Context: an optimization exercise on an open-source flow, tuned for small area, a short achievable clock period and few clock cycles. The choices shown serve that exercise and are no tape-out recipe. In this exercise RTL edits were held to simulation tests only and were not proved equivalent to the original. Power figures rest on the tool's default switching activity, not on a simulated workload.

==> design/flow/config.mk <==
export PLATFORM = sky130hd
export DESIGN_NAME = ALU
export DESIGN_NICKNAME = ALU
export VERILOG_FILES = /design/flow/design.v
export SDC_FILE = /design/flow/constraint.sdc
export NUM_CORES = 4
export LEC_CHECK = 0
export ABC_AREA = 0
export CAP_MARGIN = 20
export CORE_MARGIN = 2
export CORE_UTILIZATION = 40
export SETUP_SLACK_MARGIN = 2.5
export SLEW_MARGIN = 20
==> design/flow/constraint.sdc <==
create_clock -name core_clock -period 5.0 [get_ports {clk}]
set_input_delay 1.0000 -clock core_clock [delete_from_list [all_inputs] [get_ports {clk}]]
set_output_delay 1.0000 -clock core_clock [all_outputs]
set_load 0.01 [all_outputs]
==> design/flow/design.v <==
module ALU(
    input wire clk,
    input wire rst_n,
    input wire [7:0] A,
    input wire [7:0] B,
    input wire start,
    input wire [2:0] opcode,
    output wire [15:0] result,
    output wire done
);
    reg [15:0] P;        
    reg        busy;     
    reg        done_r;
    reg [2:0]  cnt;
    wire mul  = opcode[2];
    wire zero = ~(|A) | ~(|B);
    wire ones = (&A) | (&B);
    wire [7:0] X = busy ? P[15:8] : B;
    wire [7:0] Y = A & {8{~busy | P[0]}};
    wire [8:0] S = {1'b0, X} + {1'b0, Y};
    always @(posedge clk) begin
        if (busy)
            P <= {S, P[7:1]};
        else if (mul)
            P <= zero ? 16'h0000 :
                 ones ? {S[7:0], ~S[7:0]} :
                        {1'b0, A & {8{B[0]}}, B[7:1]};
        else case (opcode[1:0])
            2'b01:   P <= {7'h00, S};
            2'b10:   P <= {8'h00, X & Y};
            2'b11:   P <= {8'h00, X ^ Y};
            default: P <= 16'h0000;
        endcase
    end
    always @(posedge clk) begin
        if (~rst_n) begin
            busy   <= 1'b0;
            done_r <= 1'b0;
        end else begin
            busy   <= start;
            done_r <= start & (busy ? (mul & (cnt == 3'd6)) : (~mul | zero | ones));
        end
        cnt <= busy ? cnt + 3'd1 : 3'd0;
    end
    assign result = P;
    assign done   = done_r;
endmodule
==> design/flow/flow/run.sh <==
#!/bin/bash
# The standard layout, with the port buffers made from small buffers
# (sky130_fd_sc_hd__buf_2) instead of the delay buffers buffer_ports picks.
set -euo pipefail
export BUFFER_PORTS_ARGS="-buffer_cell sky130_fd_sc_hd__buf_2"
export ADDER_MAP_FILE=
bash standard.sh > standard.log 2>&1
==> design/flow/standard.sh <==
#!/bin/bash
# synth_recipe.tcl (not shown) runs the flow's synth.tcl, then flattens the netlist and writes it again
# the make line also repeats each setting of config.mk as NAME=value (left out here)
make -C /OpenROAD-flow-scripts/flow DESIGN_CONFIG=/design/flow/config.mk WORK_HOME=/design/flow/orfs CLKGATE_MAP_FILE= SYNTH_SCRIPT=/design/flow/synth_recipe.tcl "${@:-finish}"
==> results by group, run 1 <==
Global route
  – First-pass GRT wire length: between 9000 and 10,000 µm
  – Vias in the first global route: slightly below 2,000
  – Total grt overflow: 0
  – Antenna violations before repair: 0
  – Global Route Usage Sum: 0.2406
  – Pin count of the biggest net entering global routing: 30

Power
  – Clock power share: 0.202
  – Final Power: between 0.6 and 0.7 mW
  – Cell Pwr Density: between 200 and 250 nW/µm²
  – Switching pwr: ~0.24 mW
  – Seq pwr share: 0.328
  – Pleak: slightly above 1 nW
  – Switching Share: 0.3883
  – Peak supply drop: between 0.15 and 0.2 mV
  – Cell Int Power: roughly 0.38 mW
  – Part of the power in combinational logic: 0.470

Route
  – DRC: 0
  – Routed length per instance: roughly 18 µm
  – Vias per cell: 6.244
  – 1st-iter DRT viols: between 200 and 300
  – Total number of vias: about 2,200
  – Routed wire length: approximately 6400 µm
  – Post-route ant nets: 0
  – First-pass DRT Iterations: 5

Cells and area
  – Area Growth Syn to Fin: 32.47%
  – Final Net Count: approximately 320
  – Post-route cell area: roughly 2500 µm²
  – Post-Layout Cell Count: 352
  – Fraction of layout cells with a size suffix above 1: 0.3467
  – Fillers: ~420
  – N_diodes: 0

Timing
  – Clock skew: roughly 0.013 ns
  – Crit share post-route: 0.6484
  – Finish-stage setup viols: 0
  – Total negative slack: 0 ns
  – Fin. Hold Viols: 0
  – Fmax: between 300 and 400 MHz
  – Fin. max-slew vios: 0
  – RSZ-0062 raised after global routing: true
  – Relative slew slack: 0.6738
  – Slew @ Worst Pin: around 0.48 ns
  – Crit path time final: 3.242 ns

Min path
  – HP Start: P[1]
  – Hold path cells: 2
  – HP Class: reg2reg
  – WHS Endpoint: P[0]

Synthesis
  – Synth top cells by count: nand2_1, nor2_1, dfxtp_1
  – XOR/XNOR Fraction of Synth Area: 0.07933
  – EDFF count, synth: 0
  – Adder-Cell Fraction of Synth Area: 0.005333
  – Simple-gate area share of the yosys netlist: 0.2600
  – Synth top area cells: dfxtp_1, nand2_1, nor2_1
  – Post-Synthesis Net Count: approximately 270
  – Main synth FF type: dfxtp_1
  – Post-synth ARST share: 0
  – Mux share of post-synthesis cell area: 0.06600
  – Largest family of logic cells by synthesized area: compound AO/OA/AOI/OAI gates
  – Post-Synthesis Cell Area: approximately 1900 µm²
  – Top-count cell post-synth: nand2_1
  – Syn Inst Count: between 200 and 300
  – Share of the synthesized area in the top cell type: 0.2240
  – Cell taking the most area after synthesis: dfxtp_1
  – Part of the Yosys area used for sequential elements: 0.2240
  – Yosys reg bits: 21
  – Synth unique cells: between 50 and 60
  – Post-synthesis compound-gate area fraction: 0.3173
  – YS warnings: 1
  – Avg Cell Area, Syn: between 7 and 8 µm²

Critical path
  – Reg2reg start: busy
  – Startpoint Class: input pin
  – Largest delay share family, worst path: simple AND/OR/NAND/NOR gates
  – R2r worst-path depth: 11
  – Critical Path Sink Type: flop
  – Crit-path cells: buf_12 -> nand4_1 -> and2_4 -> o221ai_2 -> o211ai_2 -> o41ai_4 -> nand3_2 -> mux2_4 -> or4_1 -> a31oi_1 -> o31a_1
  – CP arrival: 3.47 ns
  – Critical Path RT: approximately 5.2 ns
  – Kind of critical path: in2reg
  – CP bufs+invs: 1
  – Reg2Reg Setup Slack: between 1.5 and 2 ns
  – Worst R2R End: P[7]
  – Slowest cell on crit path: or4_1
  – Crit path largest cell delay: around 0.5 ns
  – Crit path max fanout: 5

Die
  – Die width: just over 70 µm
  – I/O Pins: 39
  – # rows: 24
  – Starting Density: 0.4223
  – Core area: ~4400 µm²
  – Die H: between 70 and 80 µm
  – Die ar.: around 5300 µm²

Place
  – Placed cell count: 328
  – DP Area: about 2100 µm²
  – Port Buffers: 38
  – Hpwl dp: roughly 4300 µm
  – Routability Congestion: 0.9111

CTS
  – Worst-path clk slew: ~0.10 ns
  – Worst-Skew Late Latency: between 0.2 and 0.3 ns
  – Post-CTS Hold Fix Bufs: 0
  – Htree depth: 1
  – CTS sink count: 21
  – Clock Path Buffers: 2
  – Clock Tree Root: clkbuf_8
  – CTS tree: done
  – Total CTS buffers: 3

Flow run
  – Max Cap Viol: 0

Run status
  – Status: finished clean
## cells by family after synthesis
logic type	Yosys count
simple gates	99
fa+ha+maj	1
xor+xnor	17
flops	21
compound gates	80
buf+inv	22
mux	11
## cells in the final DEF, fill, tap and decap left out, types with 2 or more instances in the layout
master | synthesis | layout
o221ai_1 | 3 | 3
nor2_4 | 0 | 2
dfxtp_1 | 21 | 20
buf_4 | 0 | 22
o21ai_0 | 10 | 9
nand2b_1 | 3 | 2
nand3_1 | 4 | 4
xnor2_1 | 8 | 6
nor4_1 | 4 | 4
nand2_2 | 1 | 2
inv_1 | 7 | 7
mux2_2 | 3 | 3
and2_1 | 4 | 3
buf_6 | 1 | 3
mux2i_1 | 6 | 5
a22oi_1 | 5 | 5
mux2_4 | 2 | 2
nand2_1 | 28 | 27
nor2_1 | 25 | 20
o31ai_1 | 3 | 3
a21o_1 | 2 | 2
o22ai_1 | 4 | 3
nand4_1 | 6 | 6
nand3b_1 | 2 | 2
xor2_1 | 9 | 7
xnor2_2 | 0 | 2
nor3_1 | 6 | 5
and3_1 | 5 | 5
a32o_1 | 2 | 2
o21a_1 | 6 | 6
a31oi_1 | 3 | 3
nor2b_1 | 3 | 2
a21oi_1 | 18 | 17
o21ai_1 | 3 | 2
nor2_2 | 0 | 3
clkbuf_8 | 0 | 3
buf_2 | 0 | 34
o211ai_1 | 5 | 5
## per-layer routing
| layer | part of all wire | vias to the layer above | global-route usage |
|---|---|---|---|
| li1 | - | 1031 | - |
| met1 | 0.44 | 1005 | 0.3257 |
| met2 | 0.45 | 138 | 0.3863 |
| met3 | 0.076 | 24 | 0.04306 |
| met4 | 0.025 | 0 | 0.08230 |
| met5 | 0 | - | 0 |
## registers in the layout, indices dropped and copies added (netlist names)
name and cells:
cnt 3, busy 1, P 16, done_r 1
## what timing repair did
item | CTS | global route
setup buffers | 15 | 5
endpoints found under the setup margin | 11 | 15
gates resized for setup | 32 | 15
gates cloned | 0 | 0
pin swaps | 22 | 20
## power by group through the flow
stage / combinational [mW] / clock (mW) / sequential, mW
2_1_floorplan: 0.147 / 0 / 0.210
3_3_place_gp: 0.217 / 0 / 0.204
3_5_place_dp: 0.216 / 0 / 0.204
4_1_cts: 0.263 / 0.128 / 0.201
5_1_grt: 0.309 / 0.134 / 0.203
6_report: 0.289 / 0.124 / 0.201
## how the worst max path moves through the flow
stage	endpoint	from	slack, ns	cells after the start
after floorplan	P[7]	B[1]	1.65	10
final	P[7]	A[1]	1.76	11
after global routing	P[7]	A[1]	1.64	11
after detailed placement	P[7]	A[1]	1.27	11
after global placement	P[7]	A[1]	1.34	11
after CTS	P[7]	A[1]	1.73	11
## worst reg2reg max path: cells and delay by family (launching register included)
family / cells / cell delay [ns]
buffers and inverters: 1 / 0.34
AND/OR/NAND/NOR: 4 / 1.15
AO/OA/AOI/OAI: 5 / 0.99
multiplexers: 1 / 0.32
flip-flops: 1 / 0.33
## through the flow
stage | utilization | hold WS [ns] | setup WS [ns]
2_1_floorplan | - | 0.4223 | 1.655
3_3_place_gp | 0.4696 | 0.4400 | 1.337
3_5_place_dp | 0.4696 | 0.4424 | 1.273
4_1_cts | 0.5341 | 0.4572 | 1.726
5_1_grt | 0.5594 | 0.4724 | 1.635
6_report | 0.5594 | 0.4486 | 1.758
## area by class of cell
class,instances,area [µm²],share of cell area
Tap cell,52,65.06,0.02617
Clock buffer,3,41.29,0.01661
Sequential cell,21,421.7,0.1696
Timing Repair Buffer,60,389.1,0.1565
Clock inverter,1,7.507,0.003020
Multi-Input combinational cell,208,1535,0.6175
Inverter,7,26.28,0.01057
Testbench counts, summed over its fixed seeds: cycles 16,520.
==> run 2, diff against run 1 <==
--- a/design/flow/config.mk
+++ b/design/flow/config.mk
@@ -5,7 +5,7 @@
 export SDC_FILE = /design/flow/constraint.sdc
 export NUM_CORES = 4
 export LEC_CHECK = 0
-export ABC_AREA = 0
+export ABC_AREA = 1
 export CAP_MARGIN = 20
 export CORE_MARGIN = 2
 export CORE_UTILIZATION = 40
==> results by group, run 2 <==
Route
  – First-pass DRT Iterations: 5 (unchanged)
  – Post-route ant nets: 0 (unchanged)
  – Total number of vias: 2,092 (-4.8%)
  – Vias per cell: 5.191 (-17%)
  – DRC: 0 (unchanged)
  – Routed length per instance: 13.71 µm (-25%)
  – 1st-iter DRT viols: 100 (-65%)
  – Routed wire length: 5527 µm (-14%)

Synthesis
  – Share of the synthesized area in the top cell type: 0.2263 (+0.002263)
  – Simple-gate area share of the yosys netlist: 0.4195 (+0.1595)
  – EDFF count, synth: 0 (unchanged)
  – Post-synthesis compound-gate area fraction: 0.2000 (-0.1173)
  – Yosys reg bits: 21 (unchanged)
  – Synth top area cells: dfxtp_1, nand2_1, inv_1
  – Adder-Cell Fraction of Synth Area: 0 (-0.005333)
  – Main synth FF type: dfxtp_1
  – Synth top cells by count: nand2_1, inv_1, nor2_1
  – Part of the Yosys area used for sequential elements: 0.2263 (+0.002263)
  – Post-synth ARST share: 0 (unchanged)
  – Mux share of post-synthesis cell area: 0 (-0.06600)
  – YS warnings: 1 (unchanged)
  – Post-Synthesis Cell Area: 1858 µm² (-1.0%)
  – Synth unique cells: 32 (-42%)
  – Post-Synthesis Net Count: 337 (+23%)
  – Cell taking the most area after synthesis: dfxtp_1
  – Avg Cell Area, Syn: 5.899 µm² (-21%)
  – XOR/XNOR Fraction of Synth Area: 0.02357 (-0.05576)
  – Top-count cell post-synth: nand2_1
  – Syn Inst Count: 315 (+25%)
  – Largest family of logic cells by synthesized area: simple AND/OR/NAND/NOR gates

CTS
  – CTS sink count: 21 (unchanged)
  – Post-CTS Hold Fix Bufs: 0 (unchanged)
  – Worst-Skew Late Latency: 0.27 ns (about the same)
  – Clock Tree Root: clkbuf_8
  – CTS tree: done
  – Post-CTS Setup Bufs: 0 (-15)
  – Clock Path Buffers: 2 (unchanged)
  – Worst-path clk slew: 0.09 ns (about the same)
  – Total CTS buffers: 3 (unchanged)
  – Htree depth: 1 (unchanged)

Cells and area
  – Fillers: 502 (+20%)
  – Fraction of layout cells with a size suffix above 1: 0.2365 (-0.1102)
  – Area Growth Syn to Fin: 13.80%
  – Post-Layout Cell Count: 403 (+14%)
  – Final Net Count: 374 (+16%)
  – Biggest regs: P (16), cnt (3)
  – FF+latch area: 420.4 µm² (-0.30%)
  – Multi-input logic area: 1200 µm² (-22%)
  – Top reg by flops: P
  – Commonest non-fill, non-tap cell in the layout: nand2_1
  – N_diodes: 0 (unchanged)
  – Commonest cells after routing, fill and taps aside: nand2_1, inv_1, buf_2
  – Largest register FFs: 16 (unchanged)

Global route
  – Global route hottest layer: met2
  – Total grt overflow: 0 (unchanged)
  – Vias in the first global route: 1,908 (-1.0%)
  – Global Route Usage Sum: 0.2182 (-0.02241)
  – Global routing usage on met3: 0.02639 (-0.01667)
  – Pin count of the biggest net entering global routing: 37 (+23%)
  – First-pass GRT wire length: 8866 µm (-9.1%)
  – Met2 usage: 0.3415 (-0.04485)
  – Antenna violations before repair: 0 (unchanged)
  – Routing usage on met1: 0.3101 (-0.01563)

Timing
  – Crit path time final: 2.291 ns (-0.9509 ns)
  – Fmax: 436.5 MHz (+42%)
  – Slew @ Worst Pin: 0.6879 ns (+0.2122 ns)
  – Fin. Hold Viols: 0 (unchanged)
  – Total negative slack: 0 ns (unchanged)
  – Crit share post-route: 0.4582 (-0.1902)
  – Relative slew slack: 0.5397 (-0.1341)
  – Fin. max-slew vios: 0 (unchanged)
  – Finish-stage setup viols: 0 (unchanged)
  – Clock skew: 0.003168 ns (-0.01011 ns)
  – RSZ-0062 raised after global routing: false

Place
  – Placed cell count: 399 (+22%)
  – Port Buffers: 38 (unchanged)
  – Hpwl dp: 4158 µm (-2.4%)
  – Routability Congestion: 0.8906 (-2.3%)

Critical path
  – Setup crit start: B[0]
  – Critical Path RT: 5.18 ns (-0.05 ns)
  – CP arrival: 2.47 ns (-1.00 ns)
  – Kind of critical path: in2reg
  – R2r worst-path depth: 13 (+2)
  – CP endpoint: P[8]
  – Critical Path Sink Type: flop
  – Crit path max fanout: 12 (+7)
  – Worst R2R End: P[15]
  – Startpoint Class: input pin
  – Reg2Reg Setup Slack: 2.81 ns (+0.98 ns)
  – Reg2reg start: busy

Die
  – Die ar.: 5206 µm² (-0.95%)
  – Core area: 4414 µm² (-0.68%)
  – Die H: 72.16 µm (-0.48%)
  – Starting Density: 0.4209 (-0.001379)
  – # rows: 24 (unchanged)
  – I/O Pins: 39 (unchanged)
  – Die width: 72.16 µm (-0.48%)

Min path
  – HP Class: reg2reg

Run status
  – Status: finished clean

Power
  – Peak supply drop: 0.1332 mV (-24%)
  – Cell Pwr Density: 241.7 nW/µm² (-2.3%)
  – Final Power: 0.5110 mW (-17%)
  – Pleak: 1.125 nW (+9.6%)

Flow run
  – Max Cap Viol: 0 (unchanged)
[run 2: cell count changes in the layout (fill, tap and decap cells not counted), moves of 6 or more]
cell,delta
nand3_1,+11
o21a_1,-6
nand2_1,+68
o21ai_0,+10
inv_1,+35
nand2_2,+13
buf_4,-21
[run 2: cell type report]
class	count	share of cell area
Clock buffer	3	0.01953
Clock inverter	1	0.002367
Inverter	48	0.08757
Multi-Input combinational cell	239	0.5675
Sequential cell	21	0.1988
Tap cell	52	0.03077
Timing Repair Buffer	39	0.09349
[run 2: critical path: stages]
cell and delay [ns]:
buf_2 0.11, inv_1 0.08, nor4_1 0.28, nand2_1 0.10, nand2_2 0.22, inv_1 0.21, nand2_2 0.16, o21ai_0 0.09
a21oi_1 0.15, nand2_1 0.06
[run 2: repair_timing]
| action | in CTS | in global routing |
|---|---|---|
| endpoints found under the hold margin | 0 | 0 |
| resized for setup | 0 | 2 |
| setup endpoints to repair | 0 | 10 |
[run 2: report_power, final]
| group | leakage (nW) | switching (mW) | internal, mW |
|---|---|---|---|
| Clock | 0.0255 | 0.0673 | 0.0559 |
| Sequential | 0.175 | 0.0104 | 0.184 |
| Combinational | 0.925 | 0.126 | 0.0670 |
[run 2: metrics by stage]
stage          setup slack (ns)  cell area, µm²  hold slack (ns)    util
6_report                  2.709            2115           0.4664  0.4790
5_1_grt                   2.535            2115           0.5059  0.4790
4_1_cts                   2.531            2110           0.4719  0.4779
3_5_place_dp              2.239            2063           0.4469  0.4674
3_3_place_gp              2.339            2063           0.4398  0.4674
2_1_floorplan             2.838            1858           0.4266       -
[run 2: how the worst min path moves through the flow]
stage	from	to	cells after the start
final	cnt[0]	cnt[0]	1
after detailed placement	cnt[0]	cnt[0]	1
after floorplan	cnt[0]	cnt[0]	1
after CTS	cnt[0]	cnt[0]	1
after global routing	cnt[0]	cnt[0]	1
after global placement	cnt[0]	cnt[0]	1
[run 2: kinds of logic (layout without fill, tap and decap cells)]
group / count (synthesis) / count (layout)
flops: 21 / 21
xor+xnor: 5 / 5
simple gates: 172 / 172
compound gates: 62 / 62
buf+inv: 55 / 91
[run 2: routing by layer]
metal / wire length (µm) / vias to the layer above
met5: 0 / -
met4: 83 / 0
met3: 365 / 9
met2: 2468 / 73
met1: 2609 / 914
li1: - / 1096
==> run 3, diff against run 2 <==
--- a/design/flow/config.mk
+++ b/design/flow/config.mk
@@ -9,5 +9,5 @@
 export CAP_MARGIN = 20
 export CORE_MARGIN = 2
 export CORE_UTILIZATION = 40
-export SETUP_SLACK_MARGIN = 2.5
+export SETUP_SLACK_MARGIN = 2.2
 export SLEW_MARGIN = 20
==> results by group, run 3 <==
Run status
  – Status: finished clean

Die
  – Die ar.: 5206 µm² (unchanged)
  – I/O Pins: 39 (unchanged)
  – # rows: 24 (unchanged)
  – Core area: 4414 µm² (unchanged)
  – Die H: 72.16 µm (unchanged)
  – Die width: 72.16 µm (unchanged)
  – Starting Density: 0.4209 (unchanged)

CTS
  – Worst-Skew Late Latency: 0.27 ns (about the same)
  – Post-CTS Hold Fix Bufs: 0 (unchanged)
  – Clock Path Buffers: 2 (unchanged)
  – Clock Tree Root: clkbuf_8
  – CTS tree: done
  – CTS sink count: 21 (unchanged)
  – Htree depth: 1 (unchanged)
  – Worst-path clk slew: 0.09 ns (about the same)
  – Post-CTS Setup Bufs: 0 (unchanged)
  – Total CTS buffers: 3 (unchanged)
  – PostCTS Resize Cnt: 0 (unchanged)

Critical path
  – Startpoint Class: input pin
  – Critical Path Sink Type: flop
  – Crit-path cells: buf_2 -> inv_1 -> nor4_1 -> nand2_1 -> nand2_1 -> inv_1 -> nand2_1 -> o21ai_0 -> a21oi_1 -> nand2_1
  – Critical Path RT: 5.17 ns (about the same)
  – Reg2Reg Setup Slack: 2.80 ns (about the same)
  – CP arrival: 2.68 ns (+0.21 ns)
  – Crit path largest cell delay: 0.34 ns (+0.06 ns)
  – Reg2reg start: busy
  – Crit path max fanout: 12 (unchanged)
  – Slowest cell on crit path: nand2_1
  – R2r worst-path depth: 13 (unchanged)
  – Worst R2R End: P[15]
  – Kind of critical path: in2reg
  – Critical Path Most Common Cell: nand2_1

Power
  – Final Power: 0.5102 mW (-0.16%)
  – Pleak: 1.126 nW (about the same)
  – Peak supply drop: 0.1327 mV (-0.34%)
  – Cell Pwr Density: 241.9 nW/µm² (about the same)

Place
  – Routability Congestion: 0.8906 (unchanged)
  – Port Buffers: 38 (unchanged)
  – Placed cell count: 399 (unchanged)
  – DP Worst Slack: 2.239 ns (unchanged)
  – Hpwl dp: 4158 µm (unchanged)

Route
  – 1st-iter DRT viols: 101 (+1.0%)
  – Routed length per instance: 13.71 µm (unchanged)
  – Routed wire length: 5527 µm (unchanged)
  – First-pass DRT Iterations: 6 (+1)
  – Vias per cell: 5.236 (+0.86%)
  – DRC: 0 (unchanged)
  – Total number of vias: 2,110 (+0.86%)
  – Post-route ant nets: 0 (unchanged)

Global route
  – Pin count of the biggest net entering global routing: 37 (unchanged)
  – Total grt overflow: 0 (unchanged)
  – Global Route Usage Sum: 0.2182 (unchanged)
  – Antenna violations before repair: 0 (unchanged)
  – Vias in the first global route: 1,908 (unchanged)
  – First-pass GRT wire length: 8866 µm (unchanged)

Cells and area
  – Commonest cells after routing, fill and taps aside: nand2_1, inv_1, buf_2
  – Top reg by flops: P
  – Commonest non-fill, non-tap cell in the layout: nand2_1
  – Fraction of layout cells with a size suffix above 1: 0.2308 (-0.005698)
  – Area Growth Syn to Fin: 13.54%
  – N_diodes: 0 (unchanged)
  – Final Net Count: 374 (unchanged)
  – Fillers: 503 (+0.20%)
  – Post-Layout Cell Count: 403 (unchanged)
  – Biggest regs: P (16), cnt (3)
  – Largest register FFs: 16 (unchanged)
  – Fin util: 0.4779 (-0.001134)

Synthesis
  – Post-Synthesis Net Count: 337 (unchanged)
  – Post-synth ARST share: 0 (unchanged)
  – Synth top cells by count: nand2_1, inv_1, nor2_1
  – Share of the synthesized area in the top cell type: 0.2263 (unchanged)
  – YS warnings: 1 (unchanged)
  – Avg Cell Area, Syn: 5.899 µm² (unchanged)
  – Synth top area cells: dfxtp_1, nand2_1, inv_1
  – Top-count cell post-synth: nand2_1
  – Post-Synthesis Cell Area: 1858 µm² (unchanged)
  – Syn Inst Count: 315 (unchanged)
  – Main synth FF type: dfxtp_1
  – Synth unique cells: 32 (unchanged)
  – Cell taking the most area after synthesis: dfxtp_1
  – EDFF count, synth: 0 (unchanged)
  – Part of the Yosys area used for sequential elements: 0.2263 (unchanged)
  – Yosys reg bits: 21 (unchanged)

Min path
  – HP Start: cnt[0]
  – WHS Endpoint: cnt[0]
  – HP Class: reg2reg
  – Hold path cells: 1 (unchanged)

Timing
  – RSZ-0062 raised after global routing: false
  – Finish-stage setup viols: 0 (unchanged)
  – Slew @ Worst Pin: 0.6975 ns (+0.009636 ns)
  – Total negative slack: 0 ns (unchanged)
  – Fin. Hold Viols: 0 (unchanged)
  – Fmax: 398.8 MHz (-8.6%)
  – Clock skew: 0.002650 ns (-0.0005182 ns)
  – Relative slew slack: 0.5333 (-0.006447)
  – Setup ws final: 2.493 ns (-0.2164 ns)
  – Crit path time final: 2.507 ns (+0.2164 ns)
  – Crit share post-route: 0.5015 (+0.04328)
  – Fin. max-slew vios: 0 (unchanged)

Flow run
  – Max Cap Viol: 0 (unchanged)
==> run 3: cell count changes in the layout (fill, tap and decap cells not counted) <==
cell / previous run / this run
nand2_1: 95 / 97
nand2_2: 15 / 13
==> run 3: critical path: cells and delay by family <==
family | cells | cell delay (ns)
AOI/OAI and AO/OA | 2 | 0.26
buffers and inverters | 3 | 0.43
and+or+nand+nor | 5 | 1.00
==> run 3: metal layers <==
metal | track usage | share of wire
met2 | 0.3415 | 0.44
met5 | 0 | 0
met4 | 0.07338 | 0.015
met1 | 0.3101 | 0.46
met3 | 0.02639 | 0.076
==> run 3: layout make-up <==
cell class / instances / area, µm² / share of cell area
timing repair buffer: 39 / 197.7 / 0.09371
clock inverter: 1 / 5.005 / 0.002372
tap: 52 / 65.06 / 0.03084
sequential: 21 / 420.4 / 0.1993
clock buffer: 3 / 41.29 / 0.01957
inverter: 48 / 185.2 / 0.08778
multi-input combinational: 239 / 1195 / 0.5664
==> run 3: worst max path at each step <==
stage	cells after the start	slack (ns)	endpoint	startpoint
after floorplan	8	2.84	P[5]	B[4]
after global placement	10	2.34	P[8]	B[4]
after detailed placement	10	2.24	P[8]	B[4]
after CTS	10	2.53	P[8]	B[4]
after global routing	10	2.29	P[8]	B[4]
final	10	2.49	P[8]	B[0]
==> run 3: power by group <==
part	switching (mW)	leakage (nW)	internal, mW
Clock	0.0665	0.0255	0.0559
Sequential	0.0104	0.175	0.184
Combinational	0.126	0.925	0.0669
Total	0.203	1.13	0.307
==> run 3: through the flow <==
stage | hold slack (ns) | instance area (µm²)
global placement | 0.4398 | 2063
global route | 0.5059 | 2110
CTS | 0.4719 | 2110
floorplan | 0.4266 | 1858
finish | 0.4687 | 2110
detailed placement | 0.4469 | 2063
==> run 3: kinds of logic after synthesis <==
| kind of cell | after synthesis | synth area share |
|---|---|---|
| AND/OR/NAND/NOR | 172 | 0.4195 |
| flip-flops | 21 | 0.2263 |
| buffers and inverters | 55 | 0.1306 |
| AO/OA/AOI/OAI | 62 | 0.2000 |
| XOR/XNOR | 5 | 0.02357 |
==> run 4, diff against run 3 <==
--- a/design/flow/config.mk
+++ b/design/flow/config.mk
@@ -9,5 +9,5 @@
 export CAP_MARGIN = 20
 export CORE_MARGIN = 2
 export CORE_UTILIZATION = 40
-export SETUP_SLACK_MARGIN = 2.2
+export SETUP_SLACK_MARGIN = 3.1
 export SLEW_MARGIN = 20
==> results by group, run 4 <==
Run status
  – Status: finished clean

Timing
  – Relative slew slack: 0.7334 (+0.2001)
  – Crit share post-route: 0.4229 (-0.07861)
  – Fmax: 473.0 MHz (+19%)
  – RSZ-0062 raised after global routing: true
  – Fin. max-slew vios: 0 (unchanged)
  – Fin. Hold Viols: 0 (unchanged)
  – Slew @ Worst Pin: 0.3995 ns (-0.2980 ns)
  – Crit path time final: 2.114 ns (-0.3930 ns)
  – Setup ws final: 2.886 ns (+0.3930 ns)
  – Clock skew: 0.01521 ns (+0.01256 ns)
  – Finish-stage setup viols: 0 (unchanged)
  – Total negative slack: 0 ns (unchanged)

Critical path
  – Crit-path cells: buf_8 -> inv_6 -> nand2_4 -> nand2_2 -> nand2_2 -> inv_2 -> o21ai_4 -> xor2_2 -> inv_1 -> nor2_1 -> o21ai_0 -> a31oi_1
  – R2r worst-path depth: 10 (-3)
  – Kind of critical path: in2reg
  – Largest delay share family, worst path: compound AO/OA/AOI/OAI gates
  – Crit path max fanout: 3 (-9)
  – Reg2Reg Setup Slack: 3.04 ns (+0.24 ns)
  – Worst R2R End: P[2]
  – Crit path largest cell delay: 0.26 ns (-0.08 ns)
  – Critical Path Most Common Cell: nand2_2
  – Startpoint Class: input pin
  – Critical Path Sink Type: flop
  – CP bufs+invs: 4 (+1)
  – CP arrival: 2.31 ns (-0.37 ns)
  – Reg2reg start: busy
  – Critical Path RT: 5.19 ns (+0.02 ns)
  – Slowest cell on crit path: xor2_2

Route
  – Vias per cell: 5.771 (+10%)
  – Routed wire length: 7424 µm (+34%)
  – First-pass DRT Iterations: 5 (-1)
  – Post-route ant nets: 0 (unchanged)
  – DRC: 0 (unchanged)
  – 1st-iter DRT viols: 231 (+130%)
  – Total number of vias: 2,499 (+18%)
  – Routed length per instance: 17.15 µm (+25%)

Cells and area
  – Commonest non-fill, non-tap cell in the layout: nand2_1
  – Area Growth Syn to Fin: 65.66%
  – FF+latch area: 424.2 µm² (+0.89%)
  – Final Net Count: 404 (+8.0%)
  – Largest register FFs: 16 (unchanged)
  – Commonest cells after routing, fill and taps aside: nand2_1, nand2_2, buf_4
  – Multi-input logic area: 1712 µm² (+43%)
  – Post-route cell area: 3078 µm² (+46%)
  – Fraction of layout cells with a size suffix above 1: 0.5328 (+0.3020)
  – Top reg by flops: P
  – N_diodes: 0 (unchanged)
  – Biggest regs: P (16), cnt (3)
  – Fillers: 337 (-33%)

CTS
  – Clock Tree Root: clkbuf_8
  – Htree depth: 1 (unchanged)
  – Worst-path clk slew: 0.07 ns (-0.02 ns)
  – Clock Path Buffers: 2 (unchanged)
  – Total CTS buffers: 3 (unchanged)
  – CTS sink count: 21 (unchanged)
  – CTS tree: done
  – Worst-Skew Late Latency: 0.28 ns (about the same)

Die
  – Core area: 4414 µm² (unchanged)
  – Die H: 72.16 µm (unchanged)
  – I/O Pins: 39 (unchanged)
  – # rows: 24 (unchanged)
  – Die ar.: 5206 µm² (unchanged)
  – Die width: 72.16 µm (unchanged)
  – Starting Density: 0.4209 (unchanged)

Global route
  – Antenna violations before repair: 0 (unchanged)
  – Global Route Usage Sum: 0.2757 (+0.05753)
  – Pin count of the biggest net entering global routing: 28 (-24%)
  – Vias in the first global route: 2,389 (+25%)
  – Total grt overflow: 0 (unchanged)
  – First-pass GRT wire length: 11,340 µm (+28%)

Place
  – DP Area: 2175 µm² (+5.4%)
  – Hpwl dp: 4484 µm (+7.8%)
  – Port Buffers: 38 (unchanged)
  – DP Worst Slack: 2.288 ns (+0.04908 ns)
  – Routability Congestion: 0.8961 (+0.62%)

Synthesis
  – Synth top cells by count: nand2_1, inv_1, nor2_1
  – YS warnings: 1 (unchanged)
  – Synth top area cells: dfxtp_1, nand2_1, inv_1
  – Post-Synthesis Cell Area: 1858 µm² (unchanged)
  – Post-synth ARST share: 0 (unchanged)
  – Post-Synthesis Net Count: 337 (unchanged)
  – Share of the synthesized area in the top cell type: 0.2263 (unchanged)
  – Top-count cell post-synth: nand2_1
  – Syn Inst Count: 315 (unchanged)
  – EDFF count, synth: 0 (unchanged)
  – Synth unique cells: 32 (unchanged)
  – Main synth FF type: dfxtp_1
  – Avg Cell Area, Syn: 5.899 µm² (unchanged)
  – Cell taking the most area after synthesis: dfxtp_1
  – Yosys reg bits: 21 (unchanged)
  – Part of the Yosys area used for sequential elements: 0.2263 (unchanged)

Flow run
  – Max Cap Viol: 0 (unchanged)

Min path
  – WHS Endpoint: cnt[0]
  – HP Class: reg2reg
  – Hold path cells: 1 (unchanged)
  – HP Start: cnt[0]

Power
  – Cell Pwr Density: 208.9 nW/µm² (-14%)
  – Peak supply drop: 0.2030 mV (+53%)
  – Pleak: 1.474 nW (+31%)
[run 4: cell counts after synthesis]
No cell type changed its count.
[run 4: stage by stage]
step                      hold slack, ns    util  std cells  total power [mW]
final                             0.4641  0.6973        433            0.6429
after global routing              0.4908  0.6973        433            0.6691
after CTS                         0.4714  0.6224        421            0.5911
after detailed placement          0.4538  0.4926        399            0.4072
after global placement            0.4416  0.4926        399            0.4089
after floorplan                   0.4266       -        315            0.3480
[run 4: kinds of logic after synthesis]
kind of cell	synth area share
buf+inv	0.1306
simple gates	0.4195
flops	0.2263
compound gates	0.2000
xor+xnor	0.02357
[run 4: repair_timing]
action,in CTS,in global routing
cloned,1,2
hold buffers,0,0
setup buffers,17,10
hold endpoints to repair,0,0
gates resized for setup,100,62
endpoints found under the setup margin,17,17
pin swaps,59,42
[run 4: per-layer routing]
layer | share of wire | wire length (µm) | track usage | up-vias
met5 | 0 | 0 | 0 | -
met1 | 0.40 | 2995 | 0.3746 | 1162
met3 | 0.090 | 667 | 0.03333 | 24
met4 | 0.028 | 207 | 0.09644 | 0
li1 | - | - | - | 1154
met2 | 0.48 | 3554 | 0.4506 | 159
[run 4: area by class of cell]
class,count,share of cell area
timing repair buffer,67,0.1813
tap,52,0.02114
sequential,21,0.1378
clock buffer,4,0.01463
multi-input combinational,241,0.5561
inverter,48,0.08902
[run 4: worst max-delay path by stage]
| stage | end | cells after the start | start |
|---|---|---|---|
| 4_1_cts | P[7] | 14 | B[2] |
| 3_5_place_dp | P[8] | 10 | B[0] |
| 2_1_floorplan | P[5] | 13 | B[2] |
| 5_1_grt | P[6] | 14 | B[1] |
| 6_report | P[2] | 12 | B[1] |
| 3_3_place_gp | P[8] | 10 | B[0] |
[run 4: where the power goes]
part	internal, mW	switching (mW)
Combinational	0.127	0.196
Clock	0.0572	0.0648
Sequential	0.184	0.0136
==> run 5, diff against run 4 <==
--- a/design/flow/config.mk
+++ b/design/flow/config.mk
@@ -9,5 +9,5 @@
 export CAP_MARGIN = 20
 export CORE_MARGIN = 2
 export CORE_UTILIZATION = 40
-export SETUP_SLACK_MARGIN = 3.1
+export SETUP_SLACK_MARGIN = 2.65
 export SLEW_MARGIN = 20
==> results by group, run 5 <==
Place
  – DP Worst Slack: 2.239 ns (-0.04908 ns)
  – Routability Congestion: 0.8906 (-0.61%)
  – Hpwl dp: 4158 µm (-7.3%)
  – Port Buffers: 38 (unchanged)

Power
  – Switching pwr: 0.2061 mW (-25%)
  – Pleak: 1.136 nW (-23%)
  – Switching Share: 0.4006 (-0.02635)
  – Cell Int Power: 0.3084 mW (-16%)
  – Seq pwr share: 0.379 (+0.071)
  – Peak supply drop: 0.1276 mV (-37%)
  – Clock power share: 0.242 (+0.052)
  – Cell Pwr Density: 238.5 nW/µm² (+14%)
  – Part of the power in combinational logic: 0.379 (-0.123)

Cells and area
  – FF+latch area: 420.4 µm² (-0.89%)
  – Commonest non-fill, non-tap cell in the layout: nand2_1
  – Top reg by flops: P
  – Final Net Count: 376 (-6.9%)
  – Biggest regs: P (16), cnt (3)
  – N_diodes: 0 (unchanged)
  – Multi-input logic area: 1220 µm² (-29%)
  – Largest register FFs: 16 (unchanged)
  – Area Growth Syn to Fin: 16.09%
  – Fraction of layout cells with a size suffix above 1: 0.2521 (-0.2807)
  – Fillers: 500 (+48%)
  – Commonest cells after routing, fill and taps aside: nand2_1, inv_1, buf_2

CTS
  – Htree depth: 1 (unchanged)
  – Total CTS buffers: 3 (unchanged)
  – CTS sink count: 21 (unchanged)
  – Clock Tree Root: clkbuf_8
  – Worst-path clk slew: 0.09 ns (+0.02 ns)
  – Clock Path Buffers: 2 (unchanged)
  – CTS tree: done
  – Worst-Skew Late Latency: 0.27 ns (about the same)

Synthesis
  – Top-count cell post-synth: nand2_1
  – Post-Synthesis Cell Area: 1858 µm² (unchanged)
  – Synth unique cells: 32 (unchanged)
  – Syn Inst Count: 315 (unchanged)
  – Yosys reg bits: 21 (unchanged)
  – Post-Synthesis Net Count: 337 (unchanged)
  – Post-synth ARST share: 0 (unchanged)
  – Synth top cells by count: nand2_1, inv_1, nor2_1
  – Main synth FF type: dfxtp_1
  – Part of the Yosys area used for sequential elements: 0.2263 (unchanged)
  – YS warnings: 1 (unchanged)
  – Synth top area cells: dfxtp_1, nand2_1, inv_1
  – EDFF count, synth: 0 (unchanged)
  – Cell taking the most area after synthesis: dfxtp_1
  – Avg Cell Area, Syn: 5.899 µm² (unchanged)
  – Share of the synthesized area in the top cell type: 0.2263 (unchanged)

Critical path
  – Startpoint Class: input pin
  – Crit path max fanout: 12 (+9)
  – Slowest cell on crit path: nor4_1
  – Crit path largest cell delay: 0.29 ns (+0.03 ns)
  – Reg2reg start: busy
  – Critical Path Sink Type: flop
  – Critical Path RT: 5.17 ns (-0.02 ns)
  – CP arrival: 2.42 ns (+0.11 ns)
  – Kind of critical path: in2reg
  – Setup crit start: B[0]
  – Crit-path cells: buf_2 -> inv_1 -> nor4_1 -> nand2_1 -> nand2_4 -> clkinvlp_4 -> buf_4 -> a221oi_1

Global route
  – Antenna violations before repair: 0 (unchanged)
  – Vias in the first global route: 1,908 (-20%)
  – First-pass GRT wire length: 8866 µm (-22%)
  – Pin count of the biggest net entering global routing: 37 (+32%)
  – Global Route Usage Sum: 0.2182 (-0.05753)
  – Total grt overflow: 0 (unchanged)

Flow run
  – Max Cap Viol: 0 (unchanged)

Die
  – Starting Density: 0.4209 (unchanged)
  – Core area: 4414 µm² (unchanged)
  – Die H: 72.16 µm (unchanged)
  – Die width: 72.16 µm (unchanged)
  – I/O Pins: 39 (unchanged)
  – # rows: 24 (unchanged)
  – Die ar.: 5206 µm² (unchanged)

Route
  – First-pass DRT Iterations: 4 (-1)
  – Total number of vias: 2,099 (-16%)
  – DRC: 0 (unchanged)
  – Routed length per instance: 13.73 µm (-20%)
  – Vias per cell: 5.183 (-10%)
  – 1st-iter DRT viols: 141 (-39%)
  – Routed wire length: 5562 µm (-25%)
  – Post-route ant nets: 0 (unchanged)

Min path
  – HP Start: cnt[0]
  – HP Class: reg2reg

Timing
  – Crit share post-route: 0.4495 (+0.02658)
  – Fin. Hold Viols: 0 (unchanged)
  – Slew @ Worst Pin: 0.4560 ns (+0.05653 ns)
  – Clock skew: 0.004345 ns (-0.01086 ns)
  – Fmax: 445.0 MHz (-5.9%)
  – Fin. max-slew vios: 0 (unchanged)
  – Setup ws final: 2.753 ns (-0.1329 ns)
  – Crit path time final: 2.247 ns (+0.1329 ns)
  – RSZ-0062 raised after global routing: true
  – Relative slew slack: 0.6949 (-0.03852)
  – Total negative slack: 0 ns (unchanged)
  – Finish-stage setup viols: 0 (unchanged)

Run status
  – Status: finished clean
==> run 5: kinds of logic after synthesis <==
family	Yosys count	synth area share
buffers and inverters	55	0.1306
AOI/OAI and AO/OA	62	0.2000
DFF	21	0.2263
and+or+nand+nor	172	0.4195
xor gates and xnor gates	5	0.02357
==> run 5: stage by stage <==
step,util,hold WS (ns),cells,cell area [µm²],total power [mW]
after floorplan,-,0.4266,315,1858,0.3374
after global placement,0.4674,0.4398,399,2063,0.3911
after detailed placement,0.4674,0.4469,399,2063,0.3901
after CTS,0.4785,0.4719,403,2112,0.5123
after global routing,0.4887,0.5059,405,2157,0.5487
final,0.4887,0.4655,405,2157,0.5145
==> run 5: worst max-delay path, delay by kind of cell <==
kind / cells / cell delay [ns]
and+or+nand+nor: 3 / 0.59
buffers and inverters: 4 / 0.56
AOI/OAI and AO/OA: 1 / 0.28
==> run 5: worst paths after layout <==
check                               to  slack (ns)  cells after the start
worst max-delay path            done_r        2.75                      8
worst max register to register   P[14]        2.92                     14
worst min register to register  cnt[0]        0.47                      1
worst min-delay path            cnt[0]        0.47                      1
==> run 5: power by group through the flow <==
stage | Clock, mW | Sequential (mW) | Combinational (mW)
after global routing | 0.132 | 0.197 | 0.219
final | 0.124 | 0.195 | 0.195
after global placement | 0 | 0.199 | 0.192
after detailed placement | 0 | 0.199 | 0.192
after floorplan | 0 | 0.206 | 0.132
after CTS | 0.125 | 0.195 | 0.192
==> run 5: cell type report <==
cell class	count	share of cell area
Clock buffer	3	0.01914
Sequential cell	21	0.1949
Tap cell	52	0.03016
Timing Repair Buffer	41	0.1003
Multi-Input combinational cell	239	0.5655
Clock inverter	1	0.002320
Inverter	48	0.08759
==> run 5: per-layer routing <==
layer / vias to the layer above / global-route usage / part of all wire
met3: 9 / 0.02639 / 0.056
met1: 937 / 0.3101 / 0.49
li1: 1099 / - / -
met4: 0 / 0.07338 / 0.015
met2: 54 / 0.3415 / 0.44
met5: - / 0 / 0
==> run 5: timing repair <==
action,4_1_cts,5_1_grt
pin swaps,0,0
hold buffers,0,0
setup buffers,0,2
endpoints found under the setup margin,6,14
gates resized for setup,1,7
==> run 6, diff against run 5 <==
--- a/design/flow/config.mk
+++ b/design/flow/config.mk
@@ -9,5 +9,5 @@
 export CAP_MARGIN = 20
 export CORE_MARGIN = 2
 export CORE_UTILIZATION = 40
-export SETUP_SLACK_MARGIN = 2.65
+export SETUP_SLACK_MARGIN = 2.9
 export SLEW_MARGIN = 20
==> results by group, run 6 <==
CTS
  – Clock Path Buffers: 2 (unchanged)
  – Htree depth: 1 (unchanged)
  – Worst-Skew Late Latency: 0.27 ns (about the same)
  – CTS tree: done
  – Worst-path clk slew: 0.09 ns (about the same)
  – Clock Tree Root: clkbuf_8
  – Total CTS buffers: 3 (unchanged)
  – CTS sink count: 21 (unchanged)

Critical path
  – Worst R2R End: P[5]
  – Reg2Reg Setup Slack: 3.00 ns (+0.08 ns)
  – R2r worst-path depth: 14 (unchanged)
  – Critical Path RT: 5.17 ns (about the same)
  – Kind of critical path: in2reg
  – Reg2reg start: busy
  – Startpoint Class: input pin
  – CP arrival: 2.28 ns (-0.14 ns)
  – Critical Path Sink Type: flop
  – Crit path max fanout: 8 (-4)

Route
  – Vias per cell: 5.375 (+3.7%)
  – First-pass DRT Iterations: 4 (unchanged)
  – DRC: 0 (unchanged)
  – 1st-iter DRT viols: 109 (-23%)
  – Routed wire length: 6208 µm (+12%)
  – Total number of vias: 2,252 (+7.3%)
  – Routed length per instance: 14.82 µm (+7.9%)
  – Post-route ant nets: 0 (unchanged)

Cells and area
  – Fillers: 426 (-15%)
  – Fraction of layout cells with a size suffix above 1: 0.4578 (+0.2056)
  – Multi-input logic area: 1526 µm² (+25%)
  – Area Growth Syn to Fin: 45.86%
  – Largest register FFs: 16 (unchanged)
  – FF+latch area: 420.4 µm² (unchanged)
  – Top reg by flops: P
  – N_diodes: 0 (unchanged)
  – Final Net Count: 390 (+3.7%)
  – Post-Layout Cell Count: 419 (+3.5%)
  – Biggest regs: P (16), cnt (3)
  – Commonest cells after routing, fill and taps aside: nand2_1, nand2_2, buf_2
  – Commonest non-fill, non-tap cell in the layout: nand2_1

Synthesis
  – Top-count cell post-synth: nand2_1
  – Post-Synthesis Net Count: 337 (unchanged)
  – Main synth FF type: dfxtp_1
  – EDFF count, synth: 0 (unchanged)
  – YS warnings: 1 (unchanged)
  – Synth top cells by count: nand2_1, inv_1, nor2_1
  – Syn Inst Count: 315 (unchanged)
  – Synth unique cells: 32 (unchanged)
  – Cell taking the most area after synthesis: dfxtp_1
  – Avg Cell Area, Syn: 5.899 µm² (unchanged)
  – Yosys reg bits: 21 (unchanged)
  – Share of the synthesized area in the top cell type: 0.2263 (unchanged)
  – Part of the Yosys area used for sequential elements: 0.2263 (unchanged)
  – Post-Synthesis Cell Area: 1858 µm² (unchanged)
  – Post-synth ARST share: 0 (unchanged)
  – Synth top area cells: dfxtp_1, nand2_1, inv_1

Min path
  – HP Class: reg2reg
  – HP Start: cnt[0]
  – WHS Endpoint: cnt[0]
  – Hold path cells: 1 (unchanged)

Flow run
  – Max Cap Viol: 0 (unchanged)

Place
  – DP Worst Slack: 2.265 ns (+0.02573 ns)
  – Port Buffers: 38 (unchanged)
  – Routability Congestion: 0.8588 (-3.6%)
  – Placed cell count: 399 (unchanged)
  – Hpwl dp: 4139 µm (-0.46%)

Timing
  – Crit path time final: 2.107 ns (-0.1401 ns)
  – Slew @ Worst Pin: 0.4697 ns (+0.01367 ns)
  – Fmax: 474.6 MHz (+6.6%)
  – Relative slew slack: 0.6857 (-0.009149)
  – RSZ-0062 raised after global routing: true
  – Fin. Hold Viols: 0 (unchanged)
  – Crit share post-route: 0.4214 (-0.02802)
  – Clock skew: 0.003777 ns (-0.0005678 ns)
  – Finish-stage setup viols: 0 (unchanged)
  – Fin. max-slew vios: 0 (unchanged)
  – Total negative slack: 0 ns (unchanged)
  – Setup ws final: 2.893 ns (+0.1401 ns)

Global route
  – Global Route Usage Sum: 0.2238 (+0.005570)
  – First-pass GRT wire length: 9183 µm (+3.6%)
  – Vias in the first global route: 1,908 (unchanged)
  – Antenna violations before repair: 0 (unchanged)
  – Pin count of the biggest net entering global routing: 37 (unchanged)
  – Total grt overflow: 0 (unchanged)

Run status
  – Status: finished clean

Power
  – Peak supply drop: 0.1694 mV (+33%)
  – Cell Pwr Density: 217.8 nW/µm² (-8.7%)
  – Pleak: 1.312 nW (+16%)

Die
  – Starting Density: 0.4209 (unchanged)
  – Die H: 72.16 µm (unchanged)
  – Die ar.: 5206 µm² (unchanged)
  – Core area: 4414 µm² (unchanged)
  – I/O Pins: 39 (unchanged)
  – Die width: 72.16 µm (unchanged)
  – # rows: 24 (unchanged)
-- run 6: cell counts after synthesis --
No cell type changed its count.
-- run 6: through the flow --
step | total power, mW | util | cell area [µm²] | hold WS [ns]
after floorplan | 0.3401 | - | 1878 | 0.4266
after global placement | 0.3939 | 0.4717 | 2082 | 0.4406
after detailed placement | 0.3929 | 0.4717 | 2082 | 0.4505
after CTS | 0.5192 | 0.4957 | 2188 | 0.4729
after global routing | 0.6253 | 0.6139 | 2710 | 0.4858
final | 0.5901 | 0.6139 | 2710 | 0.4676
-- run 6: where the power goes --
group	internal [mW]	switching [mW]	total, mW
Combinational	0.107	0.165	0.272
Clock	0.0558	0.0664	0.122
Sequential	0.184	0.0113	0.196
-- run 6: layout make-up --
class,count,share of cell area
multi-input cells,239,0.5632
repair buffers,55,0.1560
flip-flops and latches,21,0.1551
inverters,48,0.08449
well taps,52,0.02401
clock buffers,3,0.01524
clock inverters,1,0.001847
-- run 6: worst max path at each step --
stage                     start    to  slack (ns)  cells past startpoint
final                      A[0]  P[8]        2.89                     10
after global routing       B[2]  P[5]        2.84                     14
after CTS                  B[0]  P[6]        2.88                     12
after detailed placement   B[4]  P[8]        2.26                     10
after global placement     B[4]  P[8]        2.32                     10
after floorplan            B[2]  P[7]        2.90                     13
-- run 6: timing repair --
| action | in CTS | in global routing |
|---|---|---|
| buffers inserted | 3 | 13 |
| endpoints found under the setup margin | 15 | 16 |
| resized for setup | 14 | 117 |
| cloned | 0 | 0 |
| pin swaps | 6 | 46 |
| hold buffers | 0 | 0 |
-- run 6: layer usage --
| layer | GRT usage | share of wire | wire length, µm | vias to the layer above |
|---|---|---|---|---|
| met5 | 0 | 0 | 0 | - |
| met3 | 0.03472 | 0.065 | 403 | 11 |
| li1 | - | - | - | 1125 |
| met4 | 0.06289 | 0.015 | 95 | 0 |
| met2 | 0.3333 | 0.47 | 2928 | 83 |
| met1 | 0.3325 | 0.45 | 2780 | 1033 |
-- run 6: worst max-delay path, cell delays in order --
cell and delay [ns]:
buf_6 0.08, inv_4 0.04, nor4_2 0.26, nand2_1 0.12, nand2_4 0.10, clkinvlp_4 0.20
nand2_4 0.17, o21ai_2 0.07, a21oi_1 0.15, nand2_1 0.06
-- run 6: cells by family (layout without fill, tap and decap cells) --
group / count (synthesis) / in the layout / share of synthesized area
compound gates: 62 / 62 / 0.2000
simple gates: 172 / 172 / 0.4195
buf+inv: 55 / 107 / 0.1306
flops: 21 / 21 / 0.2263
xor+xnor: 5 / 5 / 0.02357
==> run 7, diff against run 6 <==
--- a/design/flow/config.mk
+++ b/design/flow/config.mk
@@ -9,5 +9,5 @@
 export CAP_MARGIN = 20
 export CORE_MARGIN = 2
 export CORE_UTILIZATION = 40
-export SETUP_SLACK_MARGIN = 2.9
+export SETUP_SLACK_MARGIN = 2.8
 export SLEW_MARGIN = 20
==> results by group, run 7 <==
Run status
  – Status: finished clean

Timing
  – Fmax: 470.5 MHz (-0.86%)
  – RSZ-0062 raised after global routing: true
  – Total negative slack: 0 ns (unchanged)
  – Slew @ Worst Pin: 0.4541 ns (-0.01559 ns)
  – Crit path time final: 2.125 ns (+0.01820 ns)
  – Clock skew: 0.002461 ns (-0.001317 ns)
  – Fin. max-slew vios: 0 (unchanged)
  – Crit share post-route: 0.4251 (+0.003640)
  – Relative slew slack: 0.6962 (+0.01043)
  – Finish-stage setup viols: 0 (unchanged)
  – Fin. Hold Viols: 0 (unchanged)

Power
  – Pleak: 1.162 nW (-11%)
  – Cell Pwr Density: 236.3 nW/µm² (+8.5%)
  – Peak supply drop: 0.1366 mV (-19%)

Critical path
  – Critical Path RT: 5.17 ns (about the same)
  – Kind of critical path: in2reg
  – Startpoint Class: input pin
  – CP arrival: 2.29 ns (about the same)
  – Crit path max fanout: 4 (-4)
  – Critical Path Sink Type: flop

CTS
  – CTS tree: done
  – Worst-Skew Late Latency: 0.27 ns (about the same)
  – Total CTS buffers: 3 (unchanged)
  – Worst-path clk slew: 0.09 ns (about the same)
  – Htree depth: 1 (unchanged)
  – Clock Path Buffers: 2 (unchanged)
  – CTS sink count: 21 (unchanged)
  – Clock Tree Root: clkbuf_8

Synthesis
  – YS warnings: 1 (unchanged)
  – Part of the Yosys area used for sequential elements: 0.2263 (unchanged)
  – Syn Inst Count: 315 (unchanged)
  – Yosys reg bits: 21 (unchanged)
  – Synth unique cells: 32 (unchanged)
  – Largest family of logic cells by synthesized area: simple AND/OR/NAND/NOR gates
  – Post-synthesis compound-gate area fraction: 0.2000 (unchanged)
  – XOR/XNOR Fraction of Synth Area: 0.02357 (unchanged)
  – Adder-Cell Fraction of Synth Area: 0 (unchanged)
  – EDFF count, synth: 0 (unchanged)
  – Cell taking the most area after synthesis: dfxtp_1
  – Synth top area cells: dfxtp_1, nand2_1, inv_1
  – Post-synth ARST share: 0 (unchanged)
  – Post-Synthesis Cell Area: 1858 µm² (unchanged)
  – Mux share of post-synthesis cell area: 0 (unchanged)
  – Synth top cells by count: nand2_1, inv_1, nor2_1
  – Share of the synthesized area in the top cell type: 0.2263 (unchanged)
  – Avg Cell Area, Syn: 5.899 µm² (unchanged)
  – Simple-gate area share of the yosys netlist: 0.4195 (unchanged)
  – Post-Synthesis Net Count: 337 (unchanged)
  – Main synth FF type: dfxtp_1
  – Top-count cell post-synth: nand2_1

Place
  – Placed cell count: 399 (unchanged)
  – Routability Congestion: 0.8906 (+3.7%)
  – Port Buffers: 38 (unchanged)
  – Hpwl dp: 4158 µm (+0.47%)

Cells and area
  – Fillers: 506 (+19%)
  – Commonest non-fill, non-tap cell in the layout: nand2_1
  – Commonest cells after routing, fill and taps aside: nand2_1, buf_2, inv_1
  – Largest register FFs: 16 (unchanged)
  – N_diodes: 0 (unchanged)
  – Fraction of layout cells with a size suffix above 1: 0.3202 (-0.1375)
  – Area Growth Syn to Fin: 20.81%
  – Top reg by flops: P
  – Post-Layout Cell Count: 408 (-2.6%)
  – Biggest regs: P (16), cnt (3)
  – Final Net Count: 379 (-2.8%)

Global route
  – Total grt overflow: 0 (unchanged)
  – Routing usage on met1: 0.3152 (-0.01732)
  – Global route hottest layer: met2
  – First-pass GRT wire length: 8914 µm (-2.9%)
  – Antenna violations before repair: 0 (unchanged)
  – Pin count of the biggest net entering global routing: 37 (unchanged)
  – Vias in the first global route: 1,894 (-0.73%)
  – Met2 usage: 0.3415 (+0.008155)
  – Global routing usage on met3: 0.02639 (-0.008333)
  – Global Route Usage Sum: 0.2191 (-0.004701)

Route
  – Vias per cell: 5.248 (-2.4%)
  – First-pass DRT Iterations: 4 (unchanged)
  – Routed length per instance: 13.93 µm (-6.0%)
  – Post-route ant nets: 0 (unchanged)
  – Total number of vias: 2,141 (-4.9%)
  – DRC: 0 (unchanged)
  – 1st-iter DRT viols: 112 (+2.8%)
  – Routed wire length: 5683 µm (-8.5%)

Die
  – Die width: 72.16 µm (unchanged)
  – # rows: 24 (unchanged)
  – Die ar.: 5206 µm² (unchanged)
  – Starting Density: 0.4209 (unchanged)
  – Core area: 4414 µm² (unchanged)
  – Die H: 72.16 µm (unchanged)
  – I/O Pins: 39 (unchanged)

Flow run
  – Max Cap Viol: 0 (unchanged)

Min path
  – HP Class: reg2reg
==> run 7: cell count changes in the layout (fill, tap and decap cells not counted), sizes merged <==
| cell | before | now |
|---|---|---|
| buf | 55 | 44 |
| clkinvlp | 1 | 0 |
| inv | 46 | 47 |
==> run 7: what timing repair did <==
item | in CTS | in global routing
hold buffers | 0 | 0
setup endpoints to repair | 15 | 14
hold endpoints to repair | 0 | 0
pin swaps | 0 | 13
setup buffers | 0 | 5
gates resized for setup | 6 | 33
==> run 7: logic make-up after synthesis <==
kind of cell,count (synthesis)
simple gates,172
xor+xnor,5
compound gates,62
flops,21
buf+inv,55
==> run 7: critical path, cell delays in order <==
cell and delay [ns]:
buf_2 0.11, inv_2 0.10, nand2_1 0.08, o21ai_2 0.07, nand2_1 0.07, nand2_1 0.10
nand2_1 0.09, nor2_1 0.13, nand2_2 0.09, nand3_2 0.08, nand3_1 0.11, a21oi_1 0.17
a21oi_1 0.08
==> run 7: final cells by class <==
| type | instances | area, µm² | share of cell area |
|---|---|---|---|
| clock buffer | 3 | 41.29 | 0.01839 |
| clock inverter | 1 | 5.005 | 0.002230 |
| inverter | 48 | 185.2 | 0.08250 |
| multi-input combinational | 239 | 1277 | 0.5691 |
| sequential | 21 | 420.4 | 0.1873 |
| tap | 52 | 65.06 | 0.02899 |
| timing repair buffer | 44 | 250.2 | 0.1115 |
==> run 7: metrics by stage <==
stage	hold WS, ns	utilization	total power, mW	worst slack (ns)	instance area (µm²)
after detailed placement	0.4469	0.4674	0.3901	2.239	2063
after CTS	0.4719	0.4813	0.5135	2.800	2125
after floorplan	0.4266	-	0.3374	2.838	1858
after global routing	0.5059	0.5085	0.5642	2.771	2245
final	0.4660	0.5085	0.5304	2.875	2245
after global placement	0.4398	0.4674	0.3911	2.339	2063
==> run 7: metal layers <==
metal  up-vias  routed length (µm)  part of all wire
met4         0                  88             0.015
met2        65                2582              0.45
li1       1107                   -                 -
met5         -                   0                 0
met3        11                 304             0.053
met1       958                2708              0.48
==> run 7: final timing paths <==
path          start  endpoint  slack (ns)  depth (start not counted)
max            B[3]      P[7]        2.87                         13
min          cnt[0]    cnt[0]        0.47                          1
max reg2reg    busy      P[6]        3.00                         13
min reg2reg  cnt[0]    cnt[0]        0.47                          1
==> run 7: power breakdown <==
group          internal (mW)  total [mW]  leakage (nW)  switching [mW]
clock network         0.0559       0.125        0.0255          0.0687
logic                 0.0756       0.210         0.961           0.135
registers              0.184       0.195         0.175          0.0110
==> run 8, diff against run 7 <==
--- a/design/flow/config.mk
+++ b/design/flow/config.mk
@@ -9,5 +9,5 @@
 export CAP_MARGIN = 20
 export CORE_MARGIN = 2
 export CORE_UTILIZATION = 40
-export SETUP_SLACK_MARGIN = 2.8
+export SETUP_SLACK_MARGIN = 2.75
 export SLEW_MARGIN = 20
==> results by group, run 8 <==
Critical path
  – WP depth: 14 (+1)
  – Startpoint Class: input pin
  – CP endpoint: P[7]
  – CP bufs+invs: 3 (+1)
  – Critical Path RT: 5.17 ns (about the same)
  – Reg2reg start: busy
  – Setup crit start: B[2]
  – Slowest cell on crit path: a21oi_1
  – Largest delay share family, worst path: simple AND/OR/NAND/NOR gates
  – Critical Path Sink Type: flop
  – Crit path max fanout: 4 (unchanged)
  – Critical Path Most Common Cell: nand2_2
  – Kind of critical path: in2reg
  – Worst R2R End: P[7]
  – R2r worst-path depth: 14 (+1)
  – Reg2Reg Setup Slack: 2.94 ns (-0.06 ns)
  – Crit path largest cell delay: 0.15 ns (-0.02 ns)
  – CP arrival: 2.32 ns (+0.03 ns)
  – Crit-path cells: buf_2 -> inv_1 -> o21ai_2 -> nand2_2 -> nand2_2 -> inv_2 -> nand2_2 -> nand2_4 -> nand2_1 -> nand2_1 -> nand2_2 -> nand3_1 -> a21oi_1 -> a21oi_1

Route
  – 1st-iter DRT viols: 124 (+11%)
  – Total number of vias: 2,107 (-1.6%)
  – Routed length per instance: 13.91 µm (-0.16%)
  – Vias per cell: 5.215 (-0.61%)
  – Routed wire length: 5618 µm (-1.1%)
  – Post-route ant nets: 0 (unchanged)
  – DRC: 0 (unchanged)
  – First-pass DRT Iterations: 4 (unchanged)

Synthesis
  – Simple-gate area share of the yosys netlist: 0.4195 (unchanged)
  – Mux share of post-synthesis cell area: 0 (unchanged)
  – Main synth FF type: dfxtp_1
  – Post-synthesis compound-gate area fraction: 0.2000 (unchanged)
  – Post-Synthesis Cell Area: 1858 µm² (unchanged)
  – Synth unique cells: 32 (unchanged)
  – XOR/XNOR Fraction of Synth Area: 0.02357 (unchanged)
  – Post-Synthesis Net Count: 337 (unchanged)
  – Share of the synthesized area in the top cell type: 0.2263 (unchanged)
  – Yosys reg bits: 21 (unchanged)
  – Top-count cell post-synth: nand2_1
  – EDFF count, synth: 0 (unchanged)
  – Post-synth ARST share: 0 (unchanged)
  – Synth top cells by count: nand2_1, inv_1, nor2_1
  – Part of the Yosys area used for sequential elements: 0.2263 (unchanged)
  – YS warnings: 1 (unchanged)
  – Syn Inst Count: 315 (unchanged)
  – Synth top area cells: dfxtp_1, nand2_1, inv_1
  – Adder-Cell Fraction of Synth Area: 0 (unchanged)
  – Avg Cell Area, Syn: 5.899 µm² (unchanged)
  – Largest family of logic cells by synthesized area: simple AND/OR/NAND/NOR gates
  – Cell taking the most area after synthesis: dfxtp_1

Power
  – Seq pwr share: 0.375 (+0.007)
  – Switching Share: 0.4018 (-0.002440)
  – Pleak: 1.136 nW (-2.2%)
  – Cell Int Power: 0.3110 mW (-1.6%)
  – Peak supply drop: 0.1330 mV (-2.7%)
  – Switching pwr: 0.2089 mW (-2.6%)
  – Cell Pwr Density: 238.9 nW/µm² (+1.1%)
  – Part of the power in combinational logic: 0.387 (-0.010)
  – Clock power share: 0.238 (+0.003)

CTS
  – Post-CTS Hold Fix Bufs: 0 (unchanged)
  – CTS tree: done
  – Worst-path clk slew: 0.09 ns (about the same)
  – Clock Tree Root: clkbuf_8
  – Worst-Skew Late Latency: 0.28 ns (about the same)
  – Clock Path Buffers: 2 (unchanged)
  – Htree depth: 1 (unchanged)
  – CTS sink count: 21 (unchanged)
  – Total CTS buffers: 3 (unchanged)

Die
  – Die ar.: 5206 µm² (unchanged)
  – Core area: 4414 µm² (unchanged)
  – # rows: 24 (unchanged)
  – Die H: 72.16 µm (unchanged)
  – I/O Pins: 39 (unchanged)
  – Starting Density: 0.4209 (unchanged)
  – Die width: 72.16 µm (unchanged)

Timing
  – Total negative slack: 0 ns (unchanged)
  – Slew @ Worst Pin: 0.4623 ns (+0.008189 ns)
  – RSZ-0062 raised after global routing: true
  – Clock skew: 0.005085 ns (+0.002625 ns)
  – Fmax: 465.4 MHz (-1.1%)
  – Relative slew slack: 0.6907 (-0.005479)
  – Finish-stage setup viols: 0 (unchanged)
  – Fin. Hold Viols: 0 (unchanged)
  – Fin Hold WS: 0.4667 ns (+0.0007540 ns)
  – Crit path time final: 2.149 ns (+0.02345 ns)
  – Fin. max-slew vios: 0 (unchanged)
  – Crit share post-route: 0.4298 (+0.004690)

Flow run
  – Max Cap Viol: 0 (unchanged)

Cells and area
  – Area Growth Syn to Fin: 17.10%
  – N_diodes: 0 (unchanged)
  – Commonest non-fill, non-tap cell in the layout: nand2_1
  – Biggest regs: P (16), cnt (3)
  – Top reg by flops: P
  – Fraction of layout cells with a size suffix above 1: 0.2841 (-0.03613)
  – Post-route cell area: 2176 µm² (-3.1%)
  – Final Net Count: 375 (-1.1%)
  – Commonest cells after routing, fill and taps aside: nand2_1, buf_2, inv_1
  – Fin util: 0.4929 (-0.01559)
  – Largest register FFs: 16 (unchanged)

Place
  – DP Area: 2063 µm² (unchanged)
  – Hpwl dp: 4158 µm (unchanged)
  – Routability Congestion: 0.8906 (unchanged)
  – Port Buffers: 38 (unchanged)

Global route
  – Global routing usage on met3: 0.02639 (unchanged)
  – Global route hottest layer: met2
  – Routing usage on met1: 0.3101 (-0.005111)
  – First-pass GRT wire length: 8866 µm (-0.54%)
  – Global Route Usage Sum: 0.2182 (-0.0008693)
  – Vias in the first global route: 1,908 (+0.74%)
  – Antenna violations before repair: 0 (unchanged)
  – Pin count of the biggest net entering global routing: 37 (unchanged)
  – Total grt overflow: 0 (unchanged)
  – Met2 usage: 0.3415 (unchanged)

Run status
  – Status: finished clean

Min path
  – HP Class: reg2reg
-- run 8: repair_timing --
action | 4_1_cts | 5_1_grt
pin swaps | 0 | 6
setup buffers | 0 | 1
gates resized for setup | 4 | 22
cloned | 0 | 0
setup endpoints to repair | 13 | 13
-- run 8: layer usage --
| metal | routed length, µm | share of wire |
|---|---|---|
| met5 | 0 | 0 |
| met4 | 100 | 0.018 |
| met3 | 335 | 0.060 |
| met2 | 2526 | 0.45 |
| met1 | 2656 | 0.47 |
-- run 8: cell families (layout without fill, tap and decap cells) --
logic type | count (synthesis) | in the layout
AND/OR/NAND/NOR | 172 | 172
AO/OA/AOI/OAI | 62 | 62
flip-flops | 21 | 21
XOR/XNOR | 5 | 5
buffers and inverters | 55 | 92
-- run 8: stage by stage --
stage	setup WS, ns	instances	power (mW)
2_1_floorplan	2.838	315	0.3374
3_3_place_gp	2.339	399	0.3911
3_5_place_dp	2.239	399	0.3901
4_1_cts	2.767	403	0.5127
5_1_grt	2.735	404	0.5545
6_report	2.851	404	0.5198
-- run 8: how the worst min path moves through the flow --
stage          startpoint      to  slack, ns  cells after the start
6_report           cnt[0]  cnt[0]       0.47                      1
2_1_floorplan      cnt[0]  cnt[0]       0.43                      1
3_5_place_dp       cnt[0]  cnt[0]       0.45                      1
4_1_cts            cnt[0]  cnt[0]       0.47                      1
5_1_grt            cnt[0]  cnt[0]       0.51                      1
3_3_place_gp       cnt[0]  cnt[0]       0.44                      1
-- run 8: layout make-up --
cell class              count  area, µm²
clock buffers               3      41.29
clock inverters             1      5.005
fillers                   500       2238
inverters                  48      185.2
multi-input cells         239       1246
flip-flops and latches     21      420.4
well taps                  52      65.06
repair buffers             40      212.7
-- run 8: power by group through the flow --
stage	Combinational (mW)	Clock (mW)	Sequential [mW]
3_5_place_dp	0.192	0	0.199
5_1_grt	0.225	0.132	0.198
4_1_cts	0.193	0.125	0.195
3_3_place_gp	0.192	0	0.199
2_1_floorplan	0.132	0	0.206
6_report	0.201	0.124	0.195
-- run 8: worst reg2reg max path: stages, from the launching register on --
cell and delay [ns]:
dfxtp_1 0.35, buf_8 0.28, inv_6 0.16, nor2_2 0.15, nor2_1 0.08, nand2_2 0.14, nor2_2 0.06, nand2_2 0.07
nand2_4 0.07, nand2_1 0.12, nand2_1 0.08, nand2_2 0.08, nand3_1 0.10, a21oi_1 0.15, a21oi_1 0.07

-- separate check: timing with driven ports --
How much do the figures lean on ideal ports? The routed layouts below were timed once more, with nothing changed but the port constraints.
Step 1, drivers: a clkbuf_16 drives clk and a buf_2 each remaining input, both assumed.
Step 2 moves the port delays by t, midway between the first and last clock arrival at a register: inputs arrive t later, outputs are due t later. That takes back most of the time a late clock gives input paths.
a / b / c = ideal / step 1 / step 2; a / b = the first two.
| run | t (ns) | setup WS [ns] | hold slack, ns | worst setup path at the end | pins driven straight from the clock port |
|---|---|---|---|---|---|
| run 1 | 0.298 | 1.758 / 1.718 / 1.419 | 0.449 / 0.449 / 0.449 | input to register | 1 |
| run 2 | 0.299 | 2.709 / 2.713 / 2.414 | 0.466 / 0.466 / 0.466 | input to register | 1 |
| run 3 | 0.297 | 2.493 / 2.497 / 2.200 | 0.469 / 0.469 / 0.469 | input to register | 1 |
| run 4 | 0.295 | 2.886 / 2.847 / 2.552 | 0.464 / 0.464 / 0.464 | input to register | 1 |
| run 5 | 0.299 | 2.753 / 2.757 / 2.457 | 0.465 / 0.465 / 0.465 | input to register | 1 |
| run 6 | 0.297 | 2.893 / 2.877 / 2.580 | 0.468 / 0.468 / 0.468 | input to register | 1 |
| run 7 | 0.299 | 2.875 / 2.878 / 2.578 | 0.466 / 0.466 / 0.466 | input to register | 1 |
| run 8 | 0.298 | 2.851 / 2.854 / 2.556 | 0.467 / 0.467 / 0.467 | input to register | 1 |
After both steps every run listed still meets setup and hold. The setup slack of run 1, which loses most, moves by -0.040 ns with the drivers and by -0.339 ns with both steps.
